Context: an optimization exercise on an open-source flow, tuned for small area. The choices shown serve that exercise and are no tape-out recipe.
Function was checked by simulation only, so behaviour that the tests miss may differ from the original.
Power and IR drop assume default switching activity.

## flow/design.v (module list and top-level ports; edited modules follow where they fit)
// module Video_Engine: 98 lines
// module spr_rom: 246 lines
// module ex_rom: 24 lines
// module div10: 194 lines
// module str_rom: 187 lines
// module glyph_rom: 483 lines
// module rsb_pixel_top: 31 lines
module rsb_pixel_top (
    input             clock,
    input             reset,         
    input             pixel_ready,   
    input      [ 7:0] x_addr,
    input      [ 8:0] y_addr,
    input      [ 5:0] game_state,
    output reg [15:0] pixel_data
);
  // ...
==> flow/flow/run.sh <==
#!/bin/bash
# Layout flow: the standard synthesis, then an area-oriented re-mapping of the
# combinational logic (flip-flops kept as the standard synthesis made them), then the
# standard ORFS flow from floorplan to finish.
set -euo pipefail
WORK=$(pwd)
R=$WORK/orfs/results/$FLOW_PLATFORM/rsb_pixel_top/base
YOSYS=$(command -v yosys || echo "$FLOW_HOME/../tools/install/yosys/bin/yosys")

bash standard.sh synth > "$WORK/log_1_standard_synth.log" 2>&1

cp "$R/1_2_yosys.v" "$WORK/standard_synth.v"
SEQ=$(grep -oE '^ *sky130_fd_sc_hd__(df|edf|sdf|dl|sdl|lpflow_inputisolatch)[a-z0-9_]*' "$WORK/standard_synth.v" | sort -u | tr '\n' ' ')
sed -e "s#@IN@#$WORK/standard_synth.v#" -e "s#@OUT@#$WORK/remapped.v#" \
    -e "s#@ABC@#$WORK/flow/remap.abc#" -e "s#@TOP@#$FLOW_TOP#" \
    -e "s#@LIB@#$FLOW_HOME/platforms/sky130hd/lib/sky130_fd_sc_hd__tt_025C_1v80.lib#g" \
    -e "s#@DONTUSE@#$(cat flow/dont_use.txt | tr '\n' ' ')#" \
    -e "s#@SEQ@#$SEQ#" \
    flow/remap.ys.in > "$WORK/remap.ys"
"$YOSYS" -l "$WORK/log_2_remap.log" -s "$WORK/remap.ys" > /dev/null 2>&1

# the remapped netlist replaces the synthesis result; make rebuilds 1_synth.odb from it
cp "$WORK/remapped.v" "$R/1_2_yosys.v"
rm -f "$R/1_synth.odb" "$R/1_synth.sdc"
bash standard.sh BUFFER_PORTS_ARGS="-buffer_cell sky130_fd_sc_hd__buf_1" finish > "$WORK/log_3_standard_layout.log" 2>&1
test -s "$FLOW_OUT/final.def"
==> flow/flow/dont_use.txt <==
-dont_use sky130_fd_sc_hd__lpflow_bleeder_1
-dont_use sky130_fd_sc_hd__lpflow_clkbufkapwr_1
-dont_use sky130_fd_sc_hd__lpflow_clkbufkapwr_16
-dont_use sky130_fd_sc_hd__lpflow_clkbufkapwr_2
-dont_use sky130_fd_sc_hd__lpflow_clkbufkapwr_4
-dont_use sky130_fd_sc_hd__lpflow_clkbufkapwr_8
-dont_use sky130_fd_sc_hd__lpflow_clkinvkapwr_1
-dont_use sky130_fd_sc_hd__lpflow_clkinvkapwr_16
-dont_use sky130_fd_sc_hd__lpflow_clkinvkapwr_2
-dont_use sky130_fd_sc_hd__lpflow_clkinvkapwr_4
-dont_use sky130_fd_sc_hd__lpflow_clkinvkapwr_8
-dont_use sky130_fd_sc_hd__lpflow_decapkapwr_12
-dont_use sky130_fd_sc_hd__lpflow_decapkapwr_3
-dont_use sky130_fd_sc_hd__lpflow_decapkapwr_4
-dont_use sky130_fd_sc_hd__lpflow_decapkapwr_6
-dont_use sky130_fd_sc_hd__lpflow_decapkapwr_8
-dont_use sky130_fd_sc_hd__lpflow_inputiso0n_1
-dont_use sky130_fd_sc_hd__lpflow_inputiso0p_1
-dont_use sky130_fd_sc_hd__lpflow_inputiso1n_1
-dont_use sky130_fd_sc_hd__lpflow_inputiso1p_1
-dont_use sky130_fd_sc_hd__lpflow_inputisolatch_1
-dont_use sky130_fd_sc_hd__lpflow_isobufsrc_1
-dont_use sky130_fd_sc_hd__lpflow_isobufsrc_16
-dont_use sky130_fd_sc_hd__lpflow_isobufsrc_2
-dont_use sky130_fd_sc_hd__lpflow_isobufsrc_4
-dont_use sky130_fd_sc_hd__lpflow_isobufsrc_8
-dont_use sky130_fd_sc_hd__lpflow_isobufsrckapwr_16
-dont_use sky130_fd_sc_hd__lpflow_lsbuf_lh_hl_isowell_tap_1
-dont_use sky130_fd_sc_hd__lpflow_lsbuf_lh_hl_isowell_tap_2
-dont_use sky130_fd_sc_hd__lpflow_lsbuf_lh_hl_isowell_tap_4
-dont_use sky130_fd_sc_hd__lpflow_lsbuf_lh_isowell_4
-dont_use sky130_fd_sc_hd__lpflow_lsbuf_lh_isowell_tap_1
-dont_use sky130_fd_sc_hd__lpflow_lsbuf_lh_isowell_tap_2
-dont_use sky130_fd_sc_hd__lpflow_lsbuf_lh_isowell_tap_4
-dont_use sky130_fd_sc_hd__probe_p_8
-dont_use sky130_fd_sc_hd__probec_p_8
==> flow/flow/remap.abc <==
strash
&get -n
&deepsyn -T 600 -S 1
&put
dch
map -D 4000
topo
==> flow/flow/remap.ys.in <==
# Area-oriented re-mapping of the standard synthesis's combinational logic.
read_liberty -ignore_miss_func @LIB@
read_verilog @IN@
hierarchy -top @TOP@
# the flip-flops stay as they are: same cells, same instance names
blackbox @SEQ@
flatten
hierarchy -top @TOP@
opt_clean -purge
stat
abc -liberty @LIB@ @DONTUSE@ -script @ABC@
# cell port directions for the checks below
read_liberty -lib -overwrite @LIB@
opt_clean -purge
hilomap -singleton -hicell sky130_fd_sc_hd__conb_1 HI -locell sky130_fd_sc_hd__conb_1 LO
insbuf -buf sky130_fd_sc_hd__buf_4 A X
splitnets
rename -hide w:*
opt_clean -purge
check -assert
stat -liberty @LIB@
write_verilog -noattr -nohex -nodec @OUT@
==> flow/standard.sh <==
#!/bin/bash
# synth_recipe.tcl (not shown) runs the flow's synth.tcl, then flattens the netlist and writes it again
# the make line also repeats each setting of config.mk as NAME=value (left out here)
make -C /OpenROAD-flow-scripts/flow DESIGN_CONFIG=/design/flow/config.mk WORK_HOME=/design/flow/orfs CLKGATE_MAP_FILE= SYNTH_SCRIPT=/design/flow/synth_recipe.tcl "${@:-finish}"
==> flow/config.mk <==
export PLATFORM = sky130hd
export DESIGN_NAME = rsb_pixel_top
export DESIGN_NICKNAME = rsb_pixel_top
export VERILOG_FILES = /design/flow/design.v
export SDC_FILE = /design/flow/constraint.sdc
export NUM_CORES = 4
export LEC_CHECK = 0
export CAP_MARGIN = 20
export CORE_MARGIN = 2
export CORE_UTILIZATION = 40
export GPL_TIMING_DRIVEN = 0
export SLEW_MARGIN = 20
==> flow/constraint.sdc <==
create_clock -name core_clock -period 10.0 [get_ports {clock}]
set_input_delay 2.0000 -clock core_clock [delete_from_list [all_inputs] [get_ports {clock}]]
set_output_delay 2.0000 -clock core_clock [all_outputs]
set_load 0.01 [all_outputs]
==> metrics.cfg, run 1 <==
[status]
status=no timing/DRC/antenna violations

[critical_path]
max_stage_delay_ns=0.33
setup.worst_path.start_class=primary input
crit_end=pix[2]
cp.required_ns=10.08
reg2reg_to=pix[2]

[global_route]
grt_pass1_vias=4026

[timing]
fin_crit_ns=9.238
max_slew_margin_pct=31.31
finalSetupTns_ns=0
hold_viol=0
fin_skew_ns=0

[floorplan]
die_h_um=92.01
initial_utilization_pct=40.72

[drt]
drtIter0Drc=424
drt.antenna.violating_nets=0
wl_um=11640

[layout]
area_delta_synth_final_pct=11.11
final_cells=780
multi_input_area_mm2=0.002534
num_antenna_cells=0
multi_input_comb_cells=511
largest_reg_flops=3
n_all_inverters=103
regArea_um2=75.07
clk_share_pct=1.309

[power_and_ir_drop]
net-switching-power_mw=0.2881
power_frac_seq_pct=3.6
p_leak_nw=1.327

==> run 2: changes to the inputs <==
==> flow/flow/remap.abc (replaced) <==
strash
&get -n
&deepsyn -T 600 -S 1
&put
dch
map -D 6000
topo
==> metrics.cfg, run 2 <==
[status]
status=no timing/DRC/antenna violations  ; unchanged

[floorplan]
coreArea_mm2=0.007137  ; was 0.007607 mm²
rows=31  ; was 32
die_w_um=89.32  ; was 92.01 µm
num_io_pins=42  ; unchanged
die_h_um=89.32  ; was 92.01 µm
die_area_mm2=0.007977  ; was 0.008465 mm²
initial_utilization_pct=40.80  ; was 40.72%

[critical_path]
worstSetupEndpointType=flop  ; unchanged
path_common_cell=nand2_1  ; unchanged
crit_fanout=8  ; was 10
critPathTopFamily=simple AND/OR/NAND/NOR gates  ; unchanged
cp.required_ns=10.11  ; was 10.08 ns
reg2reg_depth=2  ; unchanged
crit_type=primary input to flop  ; unchanged
reg2reg_to=pix[2]  ; unchanged
regToRegSetupSlack_ns=8.97  ; was 9.12 ns
setup.worst_path.start_class=primary input  ; unchanged
max_stage_delay_ns=0.41  ; was 0.33 ns
cp.arrival_ns=9.48  ; was 9.32 ns
cp_num_buf_inv=5  ; was 4
rr_startpoint=pix[2]  ; unchanged
cp_slowest_cell=o32ai_1  ; was nand3_1

[drt]
drtIter0Drc=412  ; was 424
viasPerCell=5.613  ; was 5.885
first_pass_iters=8  ; was 5
wl_um=10670  ; was 11,640 µm
wire_per_inst_um=14.08  ; was 14.92 µm
route.detailed.drc=0  ; unchanged
drt.antenna.violating_nets=0  ; unchanged
num_vias=4255  ; was 4,590

[layout]
drive_above_1_share_pct=14.11  ; was 4.572%
largest_reg_flops=3  ; unchanged
final_core_utilization_pct=49.88  ; was 45.25%
nets=686  ; was 705
reg_top3=pix: 3 flops  ; unchanged
regMostFlops=pix  ; unchanged
final_common_cell=nor2_1  ; was nand2_1
area_delta_synth_final_pct=22.26  ; was 11.11%
final_cell_mix=nor2_1 (124), clkinv_1 (107), nand2_1 (101)  ; was nand2_1 (138), nor2_1 (104), clkinv_1 (103)
nFillCells=800  ; was 906
num_antenna_cells=0  ; unchanged

[timing]
finalMaxSlewViolations=0  ; unchanged
finalSetupTns_ns=0  ; unchanged
hold_viol=0  ; unchanged
worstMarginPinSlew_ns=0.6911  ; was 1.020 ns
fin_skew_ns=0  ; unchanged
finalCritPeriodShare_pct=93.70  ; was 92.38%
max_slew_margin_pct=53.82  ; was 31.31%
fin_crit_ns=9.370  ; was 9.238 ns
finalSetupViolations=0  ; unchanged
timing.hold.ws_ns=0.6304  ; was 0.6519 ns
clock.fmax_mhz=106.7  ; was 108.2 MHz

[global_route]
grt_pass1_vias=3742  ; was 4,026
gr-total-overflow=0  ; unchanged
grt_pass1_wl_um=17360  ; was 18,620 µm
grt_max_degree=18  ; was 14
grt.total_usage_pct=27.10  ; was 26.68%
antenna_found_initial=0  ; unchanged

[power_and_ir_drop]
irDropWorstVdd_mv=0.04963  ; was 0.1008 mV
power_frac_seq_pct=3.5  ; was 3.6%
pwr-share-clk_pct=7.6  ; was 7.7%
swShare_pct=60.89  ; was 63.51%
net-switching-power_mw=0.2802  ; was 0.2881 mW
p_leak_nw=1.342  ; was 1.327 nW
internal_power_mw=0.1800  ; was 0.1655 mW
power_density_mw_per_mm2=129.3  ; was 131.8 mW/mm²
combPwrFrac_pct=88.9  ; was 88.7%

[synthesis]
synthesis.area_mm2=0.002912  ; was 0.003098 mm²
syn_inst=598  ; was 633
ys_warn_count=2  ; unchanged
syn_nets=624  ; was 659
avgSynthCellArea_um2=4.869  ; was 4.894 µm²

[placed_design]
gp_congestion=1.006  ; was 0.9432
port_buffers=41  ; unchanged
dpl.hpwl_um=8664  ; was 9720 µm

[clock_network]
htree_num_levels=1  ; unchanged
cts_num_sinks=3  ; unchanged
clk_pin_slew_worst_paths_ns=0.03  ; about the same
cts_made_buffers=3  ; unchanged
cts_root_buffer=clkbuf_8  ; unchanged
clock_latency_ns=0.21  ; was 0.22 ns
hold_buffers=0  ; unchanged
tritoncts=yes  ; unchanged
clockBufferDepth=2  ; unchanged

[flow_run]
max_cap_violations=0  ; unchanged

[worst_hold_path]
hold_depth=2  ; unchanged
holdCritPathClass=flop to flop  ; unchanged
min_from=pix[1]  ; was pix[0]
min_to=pix[1]  ; was pix[0]

## run 2: what timing repair did
item / CTS / global route
buffers inserted: 7 / 9
pin swaps: 4 / 4
resized for setup: 20 / 45
setup endpoints to repair: 3 / 3
## run 2: layout make-up
| type | count | area [µm²] | area share [%] |
|---|---|---|---|
| tap | 99 | 123.9 | 3.480 |
| multi-input combinational | 461 | 2461 | 69.14 |
| timing repair buffer | 57 | 280.3 | 7.873 |
| sequential | 3 | 75.07 | 2.109 |
| clock buffer | 4 | 45.04 | 1.265 |
| inverter | 118 | 454.2 | 12.76 |
| buffer | 16 | 120.1 | 3.374 |
## run 2: how the worst max path moves through the flow
stage | to | slack [ns] | start | depth (start not counted)
after floorplan | pix[2] | 0.51 | game_state[3] | 47
after global placement | pix[2] | -1.98 | game_state[2] | 48
after CTS | pix[2] | 0.005 | y_addr[7] | 51
after global routing | pix[2] | -0.10 | y_addr[3] | 51
after detailed placement | pix[2] | -2.15 | game_state[2] | 48
final | pix[2] | 0.63 | game_state[2] | 48
## run 2: worst reg2reg max path, cell delays in order, from the launching register on
cell	delay, ns
dfrtp_1	0.48
clkinv_1	0.16
a221oi_1	0.29
## run 2: power groups by stage
stage          sequential [mW]  clock (mW)  combinational [mW]
2_1_floorplan           0.0156           0               0.268
3_5_place_dp            0.0162           0               0.357
5_1_grt                 0.0165      0.0375               0.451
3_3_place_gp            0.0161           0               0.356
6_report                0.0161      0.0350               0.409
4_1_cts                 0.0161      0.0360               0.380
## run 2: per-layer routing
layer  vias up  track usage, %  wire (µm)
li1       2131               -          -
met1      1914           37.16       4789
met2       187           46.20       4994
met3        23           1.754        671
met4         0           6.649        217
met5         -               0          0
## run 2: stage by stage
step | cell area (µm²) | worst slack, ns | total power, mW | cells
3_3_place_gp | 3189 | -1.984 | 0.3725 | 738
5_1_grt | 3560 | -0.1018 | 0.5048 | 758
2_1_floorplan | 2912 | 0.5070 | 0.2840 | 598
3_5_place_dp | 3189 | -2.146 | 0.3729 | 738
6_report | 3560 | 0.6300 | 0.4602 | 758
4_1_cts | 3354 | 0.005249 | 0.4323 | 749
==> run 3: changes to the inputs <==
==> flow/flow/remap.abc (replaced) <==
strash
&get -n
&deepsyn -T 600 -S 1
&put
dch
map -D 3000
topo
==> metrics.cfg, run 3 <==
[drt]
drt.antenna.violating_nets=0  ; unchanged
viasPerCell=6.128  ; was 5.613
first_pass_iters=5  ; was 8
num_vias=4835  ; was 4,255
wire_per_inst_um=15.44  ; was 14.08 µm
wl_um=12190  ; was 10,670 µm
route.detailed.drc=0  ; unchanged
drtIter0Drc=473  ; was 412

[synthesis]
avgSynthCellArea_um2=5.015  ; was 4.869 µm²
syn_inst=642  ; was 598
ys_warn_count=2  ; unchanged
syn_nets=668  ; was 624
synthesis.area_mm2=0.003219  ; was 0.002912 mm²

[critical_path]
reg2reg_depth=2  ; unchanged
setup.worst_path.start_class=primary input  ; unchanged
worstSetupEndpointType=flop  ; unchanged
regToRegSetupSlack_ns=9.14  ; was 8.97 ns
reg2reg_to=pix[2]  ; unchanged
cp.required_ns=10.09  ; was 10.11 ns
path_common_cell=nand2_1  ; unchanged
cp_slowest_cell=nor3_1  ; was o32ai_1
cp.arrival_ns=9.16  ; was 9.48 ns
crit_type=primary input to flop  ; unchanged
crit_fanout=11  ; was 8
crit_start=y_addr[7]  ; was game_state[2]
max_stage_delay_ns=0.77  ; was 0.41 ns
rr_startpoint=pix[2]  ; unchanged

[timing]
fin_ws_ns=0.9223  ; was 0.6300 ns
finalMaxSlewViolations=0  ; unchanged
max_slew_margin_pct=29.70  ; was 53.82%
finalSetupTns_ns=0  ; unchanged
hold_viol=0  ; unchanged
finalSetupViolations=0  ; unchanged
finalCritPeriodShare_pct=90.78  ; was 93.70%
fin_skew_ns=0  ; unchanged
worstMarginPinSlew_ns=1.051  ; was 0.6911 ns
rsz0062_at_grt=false
clock.fmax_mhz=110.2  ; was 106.7 MHz
timing.hold.ws_ns=0.6467  ; was 0.6304 ns
fin_crit_ns=9.078  ; was 9.370 ns

[global_route]
grt_pass1_vias=4288  ; was 3,742
grt.total_usage_pct=28.12  ; was 27.10%
antenna_found_initial=0  ; unchanged
grt_pass1_wl_um=20360  ; was 17,360 µm
gr-total-overflow=0  ; unchanged
grt_max_degree=17  ; was 18

[clock_network]
htree_num_levels=1  ; unchanged
tritoncts=yes  ; unchanged
clockBufferDepth=2  ; unchanged
post-cts-setup-buffer-count=0  ; was 7
hold_buffers=0  ; unchanged
clock_latency_ns=0.22  ; was 0.21 ns
cts_resized=0  ; was 20
clk_pin_slew_worst_paths_ns=0.03  ; about the same
cts_made_buffers=3  ; unchanged
cts_root_buffer=clkbuf_8  ; unchanged
cts_num_sinks=3  ; unchanged

[floorplan]
coreArea_mm2=0.007767  ; was 0.007137 mm²
die_h_um=93.71  ; was 89.32 µm
die_w_um=93.71  ; was 89.32 µm
initial_utilization_pct=41.45  ; was 40.80%
num_io_pins=42  ; unchanged
rows=32  ; was 31
die_area_mm2=0.008782  ; was 0.007977 mm²

[status]
status=no timing/DRC/antenna violations  ; unchanged

[layout]
final_core_utilization_pct=45.73  ; was 49.88%
reg_top3=pix: 3 flops  ; unchanged
final_cells=789  ; was 758
area_delta_synth_final_pct=10.34  ; was 22.26%
regMostFlops=pix  ; unchanged
final_common_cell=nand2_1  ; was nor2_1
drive_above_1_share_pct=4.221  ; was 14.11%
largest_reg_flops=3  ; unchanged
nets=714  ; was 686
final_cell_mix=nand2_1 (145), clkinv_1 (96), nor2_1 (78)  ; was nor2_1 (124), clkinv_1 (107), nand2_1 (101)
num_antenna_cells=0  ; unchanged

[power_and_ir_drop]
p_leak_nw=1.386  ; was 1.342 nW
irDropWorstVdd_mv=0.04299  ; was 0.04963 mV
power_density_mw_per_mm2=123.8  ; was 129.3 mW/mm²

[placed_design]
gp_congestion=1.010  ; was 1.006
pre_cts_ws_ns=0.5885  ; was -2.146 ns
port_buffers=41  ; unchanged
dpl.hpwl_um=10140  ; was 8664 µm
dp_cells=785  ; was 738

[worst_hold_path]
hold_depth=2  ; unchanged
holdCritPathClass=flop to flop  ; unchanged
min_from=pix[1]  ; unchanged
min_to=pix[1]  ; unchanged

[flow_run]
max_cap_violations=0  ; unchanged

==> run 3: worst max path at each step <==
| stage | to | slack [ns] | depth (start not counted) |
|---|---|---|---|
| floorplan | pix[0] | 2.62 | 28 |
| detailed placement | pix[2] | 0.59 | 31 |
| CTS | pix[2] | 0.80 | 31 |
| global placement | pix[2] | 0.55 | 29 |
| global route | pix[1] | 0.08 | 28 |
| finish | pix[2] | 0.92 | 29 |
==> run 3: stage by stage <==
stage                     total power [mW]  cell area (µm²)
after global routing                0.4863             3552
after global placement              0.3907             3501
after floorplan                     0.2936             3219
after detailed placement            0.3918             3501
final                               0.4398             3552
after CTS                           0.4281             3546
==> run 3: where the power goes <==
group          switching (mW)  internal [mW]
sequential            0.00217         0.0137
combinational           0.268          0.121
clock                 0.00795         0.0272
total                   0.278          0.162
==> run 3: layout make-up <==
cell class / instances / area, µm²
buffer: 16 / 120.1
clock buffer: 4 / 45.04
fill: 863 / 4215
inverter: 96 / 360.3
multi-input combinational: 527 / 2670
sequential: 3 / 75.07
tap: 102 / 127.6
timing repair buffer: 41 / 153.9
==> run 3: critical path: cells and delay by family <==
family | cells | cell delay [ns]
AOI/OAI and AO/OA | 13 | 3.40
and+or+nand+nor | 14 | 3.37
buffers and inverters | 2 | 0.37
==> run 3: per-layer routing <==
layer	part of all wire, %	vias to the layer above	track usage, %
met3	9.3	37	2.889
met4	2.7	0	8.696
li1	-	2351	-
met1	44	2180	39.33
met5	0	-	0
met2	44	267	45.30
==> run 4: changes to the inputs <==
==> flow/flow/remap.abc (replaced) <==
strash
&get -n
&deepsyn -T 600 -S 1
&put
dch
map -D 3500
topo
==> metrics.cfg, run 4 <==
[status]
status=no timing/DRC/antenna violations  ; unchanged

[clock_network]
cts_num_sinks=3  ; unchanged
cts_root_buffer=clkbuf_8  ; unchanged
clk_pin_slew_worst_paths_ns=0.03  ; about the same
clockBufferDepth=2  ; unchanged
htree_num_levels=1  ; unchanged
tritoncts=yes  ; unchanged
clock_latency_ns=0.22  ; about the same
cts_made_buffers=3  ; unchanged
post-cts-setup-buffer-count=0  ; unchanged

[critical_path]
max_stage_delay_ns=0.47  ; was 0.77 ns
cp.arrival_ns=9.35  ; was 9.16 ns
rr_startpoint=pix[2]  ; unchanged
path_common_cell=nand2_1  ; unchanged
cp.required_ns=10.14  ; was 10.09 ns
reg2reg_to=pix[2]  ; unchanged
regToRegSetupSlack_ns=9.14  ; about the same
crit_type=primary input to flop  ; unchanged
reg2reg_depth=2  ; unchanged
worstSetupEndpointType=flop  ; unchanged
setup.worst_path.start_class=primary input  ; unchanged
cp_slowest_cell=a21oi_1  ; was nor3_1
crit_fanout=10  ; was 11

[placed_design]
dpl.hpwl_um=9919  ; was 10,140 µm
gp_congestion=1.012  ; was 1.010
port_buffers=41  ; unchanged
dp_cells=781  ; was 785
place_area_mm2=0.003476  ; was 0.003501 mm²

[layout]
area_delta_synth_final_pct=10.65  ; was 10.34%
multi_input_area_mm2=0.002656  ; was 0.002670 mm²
final_cells=785  ; was 789
num_antenna_cells=0  ; unchanged
regMostFlops=pix  ; unchanged
final_cell_mix=nand2_1 (143), clkinv_1 (95), nor2_1 (88)  ; was nand2_1 (145), clkinv_1 (96), nor2_1 (78)
nFillCells=877  ; was 863
largest_reg_flops=3  ; unchanged
final_common_cell=nand2_1  ; unchanged
drive_above_1_share_pct=4.246  ; was 4.221%
regArea_um2=75.07  ; unchanged
reg_top3=pix: 3 flops  ; unchanged
final_area_mm2=0.003535  ; was 0.003552 mm²
nets=710  ; was 714

[drt]
drtIter0Drc=451  ; was 473
first_pass_iters=5  ; unchanged
drt.antenna.violating_nets=0  ; unchanged
num_vias=4725  ; was 4,835
route.detailed.drc=0  ; unchanged
wire_per_inst_um=15.24  ; was 15.44 µm
wl_um=11970  ; was 12,190 µm
viasPerCell=6.019  ; was 6.128

[synthesis]
synthesis.area_mm2=0.003194  ; was 0.003219 mm²
avgSynthCellArea_um2=5.007  ; was 5.015 µm²
syn_inst=638  ; was 642
ys_warn_count=2  ; unchanged
syn_nets=664  ; was 668

[timing]
clock.fmax_mhz=108.6  ; was 110.2 MHz
max_slew_margin_pct=27.43  ; was 29.70%
fin_crit_ns=9.212  ; was 9.078 ns
worstMarginPinSlew_ns=1.085  ; was 1.051 ns
fin_skew_ns=0  ; unchanged
hold_viol=0  ; unchanged
rsz0062_at_grt=false  ; unchanged
finalMaxSlewViolations=0  ; unchanged
finalSetupViolations=0  ; unchanged
finalSetupTns_ns=0  ; unchanged
finalCritPeriodShare_pct=92.12  ; was 90.78%
timing.hold.ws_ns=0.6625  ; was 0.6467 ns

[floorplan]
die_area_mm2=0.008717  ; was 0.008782 mm²
die_h_um=93.37  ; was 93.71 µm
coreArea_mm2=0.007727  ; was 0.007767 mm²
num_io_pins=42  ; unchanged
rows=32  ; unchanged
die_w_um=93.37  ; was 93.71 µm
initial_utilization_pct=41.34  ; was 41.45%

[worst_hold_path]
min_to=pix[1]  ; unchanged
holdCritPathClass=flop to flop  ; unchanged
min_from=pix[1]  ; unchanged
hold_depth=2  ; unchanged

[global_route]
antenna_found_initial=0  ; unchanged
gr-total-overflow=0  ; unchanged
grt.total_usage_pct=27.61  ; was 28.12%
grt_max_degree=17  ; unchanged
grt_pass1_wl_um=19600  ; was 20,360 µm
grt_pass1_vias=4047  ; was 4,288

[power_and_ir_drop]
p_total_mw=0.4575  ; was 0.4398 mW
power_density_mw_per_mm2=129.4  ; was 123.8 mW/mm²
p_leak_nw=1.371  ; was 1.386 nW
irDropWorstVdd_mv=0.04641  ; was 0.04299 mV

[flow_run]
max_cap_violations=0  ; unchanged

-- run 4: worst max-delay path: cells and delay by family --
kind	cells	cell delay [ns]
buffers and inverters	3	0.59
AOI/OAI and AO/OA	14	3.35
and+or+nand+nor	16	3.40
-- run 4: cell type report --
type                    instances  area share, %
plain buffers                  16          3.398
clock buffers                   4          1.274
inverters                      95          10.09
multi-input cells             524          75.15
flip-flops and latches          3          2.124
well taps                     102          3.611
repair buffers                 41          4.354
-- run 4: worst max-delay path by stage --
| stage | startpoint | end | slack (ns) | depth (start not counted) |
|---|---|---|---|---|
| after global routing | game_state[5] | pix[2] | 0.01 | 33 |
| after floorplan | game_state[5] | pix[0] | 2.36 | 32 |
| after global placement | game_state[5] | pix[2] | 0.21 | 33 |
| after CTS | game_state[5] | pix[1] | 0.38 | 35 |
| after detailed placement | game_state[5] | pix[1] | 0.20 | 35 |
| final | game_state[5] | pix[1] | 0.79 | 33 |
-- run 4: repair_timing --
action | in CTS | in global routing
hold buffers | 0 | 0
gates resized for setup | 0 | 4
endpoints found under the setup margin | 0 | 3
-- run 4: report_power, final --
group	internal (mW)	switching (mW)
clock	0.0272	0.00815
sequential	0.0137	0.00237
combinational	0.126	0.280
-- run 4: through the flow --
step / util (%) / setup WS, ns
detailed placement: 44.98 / 0.1952
global placement: 44.98 / 0.2060
CTS: 45.56 / 0.3762
floorplan: - / 2.359
finish: 45.74 / 0.7883
global route: 45.74 / 0.01399
-- run 4: layer usage --
metal,track usage (%),part of all wire (%),up-vias
met3,2.901,8.8,31
met2,44.06,44,253
li1,-,-,2310
met4,9.926,3.8,0
met1,38.35,43,2131
met5,0,0,-
==> run 5: changes to the inputs <==
==> flow/flow/remap.abc (replaced) <==
strash
&get -n
&deepsyn -T 600 -S 1
&put
dch
map -D 5000
topo
==> metrics.cfg, run 5 <==
[status]
status=no timing/DRC/antenna violations  ; unchanged

[placed_design]
pre_cts_ws_ns=-1.179  ; was 0.1952 ns
dpl.hpwl_um=8558  ; was 9919 µm
gp_congestion=0.9663  ; was 1.012
dp_cells=723  ; was 781
port_buffers=41  ; unchanged

[power_and_ir_drop]
pwr-share-clk_pct=8.2  ; was 7.7%
net-switching-power_mw=0.2775  ; was 0.2909 mW
irDropWorstVdd_mv=0.07407  ; was 0.04641 mV
power_frac_seq_pct=3.6  ; was 3.5%
power_density_mw_per_mm2=133.7  ; was 129.4 mW/mm²
p_leak_nw=1.233  ; was 1.371 nW
combPwrFrac_pct=88.2  ; was 88.8%
internal_power_mw=0.1732  ; was 0.1666 mW
swShare_pct=61.58  ; was 63.58%
p_total_mw=0.4507  ; was 0.4575 mW

[timing]
fin_ws_ns=0.6110  ; was 0.7883 ns
fin_crit_ns=9.389  ; was 9.212 ns
fin_skew_ns=0  ; unchanged
finalSetupViolations=0  ; unchanged
worstMarginPinSlew_ns=0.9570  ; was 1.085 ns
finalCritPeriodShare_pct=93.89  ; was 92.12%
finalMaxSlewViolations=0  ; unchanged
clock.fmax_mhz=106.5  ; was 108.6 MHz
max_slew_margin_pct=35.66  ; was 27.43%
hold_viol=0  ; unchanged

[critical_path]
cp.required_ns=10.10  ; was 10.14 ns
worstSetupEndpointType=flop  ; unchanged
cp_slowest_cell=o31ai_1  ; was a21oi_1
max_stage_delay_ns=0.37  ; was 0.47 ns
reg2reg_depth=2  ; unchanged
cp.arrival_ns=9.49  ; was 9.35 ns
crit_type=primary input to flop  ; unchanged
path_common_cell=nand2_1  ; unchanged
crit_fanout=6  ; was 10
setup.worst_path.start_class=primary input  ; unchanged

[layout]
final_cells=731  ; was 785
nFillCells=785  ; was 877
final_cell_mix=nand2_1 (116), nor2_1 (108), clkinv_1 (98)  ; was nand2_1 (143), clkinv_1 (95), nor2_1 (88)
reg_top3=pix: 3 flops  ; unchanged
largest_reg_flops=3  ; unchanged
area_delta_synth_final_pct=16.72  ; was 10.65%
regMostFlops=pix  ; unchanged
num_antenna_cells=0  ; unchanged
nets=662  ; was 710
final_common_cell=nand2_1  ; unchanged
drive_above_1_share_pct=9.134  ; was 4.246%

[clock_network]
clockBufferDepth=2  ; unchanged
cts_root_buffer=clkbuf_8  ; unchanged
clock_latency_ns=0.22  ; about the same
htree_num_levels=1  ; unchanged
clk_pin_slew_worst_paths_ns=0.03  ; about the same
cts_num_sinks=3  ; unchanged
tritoncts=yes  ; unchanged
cts_made_buffers=3  ; unchanged

[floorplan]
die_h_um=88.97  ; was 93.37 µm
die_area_mm2=0.007915  ; was 0.008717 mm²
rows=30  ; was 32
die_w_um=88.97  ; was 93.37 µm
num_io_pins=42  ; unchanged
initial_utilization_pct=41.81  ; was 41.34%
coreArea_mm2=0.006907  ; was 0.007727 mm²

[flow_run]
max_cap_violations=0  ; unchanged

[synthesis]
synthesis.area_mm2=0.002888  ; was 0.003194 mm²
ys_warn_count=2  ; unchanged
syn_inst=586  ; was 638
avgSynthCellArea_um2=4.928  ; was 5.007 µm²
syn_nets=612  ; was 664

[drt]
wl_um=10450  ; was 11,970 µm
drt.antenna.violating_nets=0  ; unchanged
drtIter0Drc=348  ; was 451
wire_per_inst_um=14.30  ; was 15.24 µm
num_vias=4227  ; was 4,725
first_pass_iters=7  ; was 5
route.detailed.drc=0  ; unchanged
viasPerCell=5.782  ; was 6.019

[worst_hold_path]
holdCritPathClass=flop to flop  ; unchanged
hold_depth=2  ; unchanged

[global_route]
grt.total_usage_pct=26.57  ; was 27.61%
gr-total-overflow=0  ; unchanged
grt_pass1_wl_um=17010  ; was 19,600 µm
grt_pass1_vias=3653  ; was 4,047
antenna_found_initial=0  ; unchanged
grt_max_degree=19  ; was 17

## run 5: area by class of cell
class                   instances  area, µm²  share of cell area, %
flip-flops and latches          3      75.07                  2.227
well taps                      96      120.1                  3.563
multi-input cells             468       2455                  72.83
repair buffers                 45      183.9                  5.457
clock buffers                   4      45.04                  1.336
plain buffers                  16      120.1                  3.563
inverters                      99      371.6                  11.02
## run 5: routing by layer
layer	vias up	part of all wire (%)	global-route usage (%)
met5	-	0	0
met2	217	47	45.12
li1	2097	-	-
met4	0	1.3	4.478
met1	1893	44	36.96
met3	20	8.0	2.770
## run 5: worst paths after layout
| kind | to | start | slack [ns] |
|---|---|---|---|
| min in group asynchronous | pix[1] | reset | 1.60 |
| setup / recovery | pix[1] | game_state[3] | 0.61 |
| hold reg to reg | pix[1] | pix[1] | 0.66 |
| max in group asynchronous | pix[2] | reset | 8.29 |
| hold / removal | pix[1] | pix[1] | 0.66 |
| setup reg to reg | pix[2] | pix[2] | 9.15 |
## run 5: worst max-delay path, delay by kind of cell
family / cells / cell delay [ns]
AOI/OAI and AO/OA: 19 / 3.60
and+or+nand+nor: 22 / 3.00
buffers and inverters: 4 / 0.55
xor gates and xnor gates: 1 / 0.36
## run 5: power groups by stage
stage	clock network (mW)	registers [mW]	logic (mW)
after detailed placement	0	0.0164	0.355
after floorplan	0	0.0156	0.266
after global routing	0.0388	0.0166	0.438
final	0.0369	0.0162	0.398
after global placement	0	0.0162	0.356
after CTS	0.0373	0.0162	0.360
## run 5: what timing repair did
action	4_1_cts	5_1_grt
hold buffers	0	0
endpoints found under the setup margin	3	3
pin swaps	0	1
buffers inserted	0	4
gates resized for setup	9	26
cloned	0	0
## run 5: through the flow
step           area [µm²]  hold WS (ns)  TNS [ns]  util [%]
2_1_floorplan        2888        0.5793         0         -
5_1_grt              3371        0.7236   -0.2204     48.80
3_3_place_gp         3162        0.6590    -3.411     45.78
4_1_cts              3238        0.6580         0     46.88
3_5_place_dp         3162        0.6468    -3.529     45.78
6_report             3371        0.6639         0     48.80

what the ideal ports hide:
Ports are ideal in the flow. The routed layouts listed here were re-timed in OpenROAD. Step 1, drivers: a clkbuf_16 drives clock and a buf_2 each remaining input, both assumed. Step 2 moves the port delays by t, midway between the first and last clock arrival at a register: inputs arrive t later, outputs are due t later. That takes back most of the time a late clock gives input paths. Slacks: ideal ports / drivers / drivers and shift; pairs: ideal ports / drivers.
| run | shift t [ns] | setup WS [ns] | worst setup path after step 2 | slew at the worst register clock pin (ns) | cell pins on the clock port's net |
|---|---|---|---|---|---|
| run 1 | 0.232 | 0.762 / 0.760 / 0.529 | input to register | 0.03 / 0.03 | 1 |
| run 2 | 0.233 | 0.630 / 0.627 / 0.394 | input to register | 0.03 / 0.03 | 1 |
| run 3 | 0.233 | 0.922 / 0.921 / 0.688 | input to register | 0.03 / 0.03 | 1 |
| run 4 | 0.236 | 0.788 / 0.789 / 0.553 | input to register | 0.03 / 0.03 | 1 |
| run 5 | 0.240 | 0.611 / 0.609 / 0.368 | input to register | 0.03 / 0.03 | 1 |
After both steps every run listed still meets setup and hold. For run 5, which loses most, drivers alone change the setup slack by -0.002 ns; drivers and shift together by -0.243 ns.
